Context: an optimization exercise on an open-source flow, tuned for small area. The choices shown serve that exercise and are no tape-out recipe.
Only simulation tests tie the RTL to the original design; equivalence was not proved.

==> run a <==
Design odd_even_sort, start of the top module:
module odd_even_sort #(
    parameter n = 32,
    parameter k = 8
)
(
    input [n * k - 1:0] in,
    input clk, reset,
    output [n * k - 1:0] out
);
clock: 5.0 ns
lec_check: 0
abc_area: 1
cap_margin: 20
core_margin: 2
core_utilization: 55
cts_buf_list: sky130_fd_sc_hd__clkbuf_16
cts_cluster_diameter: 80
cts_cluster_size: 24
place_density: 0.68
setup_slack_margin: 0.1
slew_margin: 20
standard.sh (not shown) runs the stock make flow with config.mk's settings and CLKGATE_MAP_FILE= SYNTH_SCRIPT=/design/flow/synth_recipe.tcl, a recipe that flattens the netlist after the stock synthesis.
==> flow/flow/run.sh <==
#!/bin/bash
# The standard layout, with plain buf_1 cells (instead of the default delay
# buffers) as the port buffers that buffer_ports puts on every input and output.
set -euo pipefail
export BUFFER_PORTS_ARGS="-buffer_cell sky130_fd_sc_hd__buf_1"
bash standard.sh > standard.log 2>&1
==> run b (differences from run a) <==
==> flow/run.sh (new file) <==
#!/bin/bash
# synth_recipe.tcl (not shown) runs the flow's synth.tcl, then flattens the netlist and writes it again
# the make line also repeats each setting of config.mk as NAME=value (left out here)
make -C /OpenROAD-flow-scripts/flow DESIGN_CONFIG=/design/flow/config.mk WORK_HOME=/design/flow/orfs CLKGATE_MAP_FILE= SYNTH_SCRIPT=/design/flow/synth_recipe.tcl finish
Settings changed: CORE_UTILIZATION 55 to 60, PLACE_DENSITY 0.68 to 0.72, SETUP_SLACK_MARGIN 0.1 to unset.
removed: flow/flow/run.sh
removed: flow/standard.sh
==> run c (differences from run a) <==
Settings changed: CORE_UTILIZATION 55 to 50, PLACE_DENSITY 0.68 to 0.65, SETUP_SLACK_MARGIN 0.1 to unset.
==> comparison <==
- In run c the sequential share of layout area is higher than in run b, by 0.43 points.
- Register-to-register slack: run b < run c < run a.
- In synthesized cell count, run b and run c do not differ.
- Run c passed the timing, DRC and antenna checks. Run b finished but fails on negative setup slack. Run a finished with timing, DRC and antenna clean.
- In synthesized area, run a and run c do not differ.
- Via count, highest first: run b, run a, run c.
- The highest non-clock buffer count belongs to run c, the lowest to run a.
==> figures <==
| item | run a | run c | run b |
|---|---|---|---|
| Result of the run | timing/DRC/antenna clean | timing/DRC/antenna clean | finished with violations |
| Violated checks | - | - | negative setup slack |
| Flip-flop and latch share of the layout cell area | 63.60% | 63.04% | 62.62% |
| Die area | 0.3710 mm2 | 0.4079 mm2 | 0.3403 mm2 |
| CLK BUF | 350 | 351 | 351 |
| Wire length of the first global-routing pass | 664.4 mm | 694.0 mm | 779.5 mm |
| Highest clock frequency the design can meet | 214.5 MHz | 210.2 MHz | 199.4 MHz |
| Reg-to-reg critical path startpoint | r6[213] | r6[213] | r6[193] |
| Worst hold path type | in2async | in2async | reg2reg |
| Area fraction of clock buffers and clock inverters | 4.489% | 4.658% | 4.427% |
| Setup TNS after final layout | 0 ns | 0 ns | -0.01575 ns |
| Final setup viols | 0 | 0 | 1 |
| Initial DRC count | 9559 | 8778 | 10.72k |
| M2 GR Usage | 39.50% | 39.26% | 54.93% |

==> inputs of trial 37 <==
odd_even_sort, a different RTL version from the one above (not shown whole).
## odd_even_sort
module odd_even_sort #(
    parameter n = 32,
    parameter k = 8
)
(
    input [n * k - 1:0] in,
    input clk, reset,
    output [n * k - 1:0] out
);
clock: 5.0 ns
lec_check: 0
abc_area: 1
cap_margin: 20
core_margin: 2
core_utilization: 55
cts_buf_list: sky130_fd_sc_hd__clkbuf_16
cts_cluster_diameter: 80
cts_cluster_size: 24
place_density: 0.68
setup_slack_margin: 0.1
slew_margin: 20
==> flow/flow/run.sh <==
#!/bin/bash
# The standard layout, with plain buf_1 cells (instead of the default delay
# buffers) as the port buffers that buffer_ports puts on every input and output.
set -euo pipefail
export BUFFER_PORTS_ARGS="-buffer_cell sky130_fd_sc_hd__buf_1"
bash standard.sh > standard.log 2>&1
==> build 98: changes against trial 37 <==
--- a/flow/design.v
+++ b/flow/design.v
@@ -30,17 +30,23 @@
 (
     input [n * k - 1:0] in,
     input clk, reset,
     output [n * k - 1:0] out
 );
-    reg [32:0] valid;
+    reg [5:0] since;
+    reg valid;
     always @(posedge clk, posedge reset)
     begin
-        if (reset)
-            valid <= 33'd0;
-        else
-            valid <= {valid[31:0], 1'b1};
+        if (reset) begin
+            since <= 6'd0;
+            valid <= 1'b0;
+        end else begin
+            if (since != 6'd32)
+                since <= since + 6'd1;
+            if (since == 6'd32)
+                valid <= 1'b1;
+        end
     end
     wire [255:0] s0;
     odd_even_sort_stage ce0 (.a(in[0 +: 8]), .b(in[104 +: 8]), .hi(s0[0 +: 8]), .lo(s0[104 +: 8]));
     odd_even_sort_stage ce1 (.a(in[8 +: 8]), .b(in[96 +: 8]), .hi(s0[8 +: 8]), .lo(s0[96 +: 8]));
     odd_even_sort_stage ce2 (.a(in[16 +: 8]), .b(in[120 +: 8]), .hi(s0[16 +: 8]), .lo(s0[120 +: 8]));
@@ -901,7 +907,7 @@
     assign dec[247] = u30[3];
     assign dec[246] = u30[3] ? u30[5] : u30[1];
     assign dec[245] = u30[3] ? (u30[5] ? u30[6] : u30[4]) : (u30[1] ? u30[2] : u30[0]);
     assign dec[248 +: 5] = g[155 +: 5];
     assign dec[253 +: 3] = g[195 +: 3];
-    assign out = dec & {256{valid[32]}};
+    assign out = dec & {256{valid}};
 endmodule
==> run summary <==
quantity                                         build 98    trial 37
Number of placed cells counting well taps           25970       25900
Result of the run                timing/DRC/antenna clean  timing/DRC/antenna clean
Synthesized netlist net count                       20960       20860
Core Util, Final                                   60.80%      60.79%
Worst skew pair latency                           0.97 ns     0.98 ns
Die area                                       369400 µm²  369700 µm²
Final Cell Area                                220400 µm²  220500 µm²
Detailed-routed wire length on met3              20430 µm    18280 µm
Worst Path Max Fanout                                  12           7
Placement Cell Area                            210100 µm²  210200 µm²
Total number of sequential cells                     6947        6973
Portion of netlist area occupied by mux cells   0.005616%   0.004988%
Sink Count                                           6947        6973
R2r setup slk                                     0.54 ns     0.55 ns

[what the ideal ports hide]
The results above use ideal ports. As a check the final layouts listed here were re-extracted and re-timed, cells and wires unchanged.
Step 1 (the two cells are an assumption about what drives the block):
set clk [get_ports {clk}]
set_driving_cell -lib_cell sky130_fd_sc_hd__clkbuf_16 $clk
set_driving_cell -lib_cell sky130_fd_sc_hd__buf_2 [delete_from_list [all_inputs] $clk]
Step 2 moves the port delays by t, midway between the first and last clock arrival at a register: inputs arrive t later, outputs are due t later. That takes back most of the time a late clock gives input paths.
a / b / c = no drivers / after step 1 / after step 2; a / b = the first two.
| run | shift t [ns] | setup WS [ns] | worst setup path after step 2 |
|---|---|---|---|
| run a | 1.042 | 0.338 / 0.222 / 0.542 | register to register |
| run b | 1.073 | -0.016 / -0.141 / 0.354 | register to register |
| run c | 1.076 | 0.242 / 0.121 / 0.520 | register to register |
| trial 37 | 1.050 | 0.467 / 0.349 / 0.552 | register to register |
| build 98 | 1.054 | 0.432 / 0.311 / 0.536 | register to register |
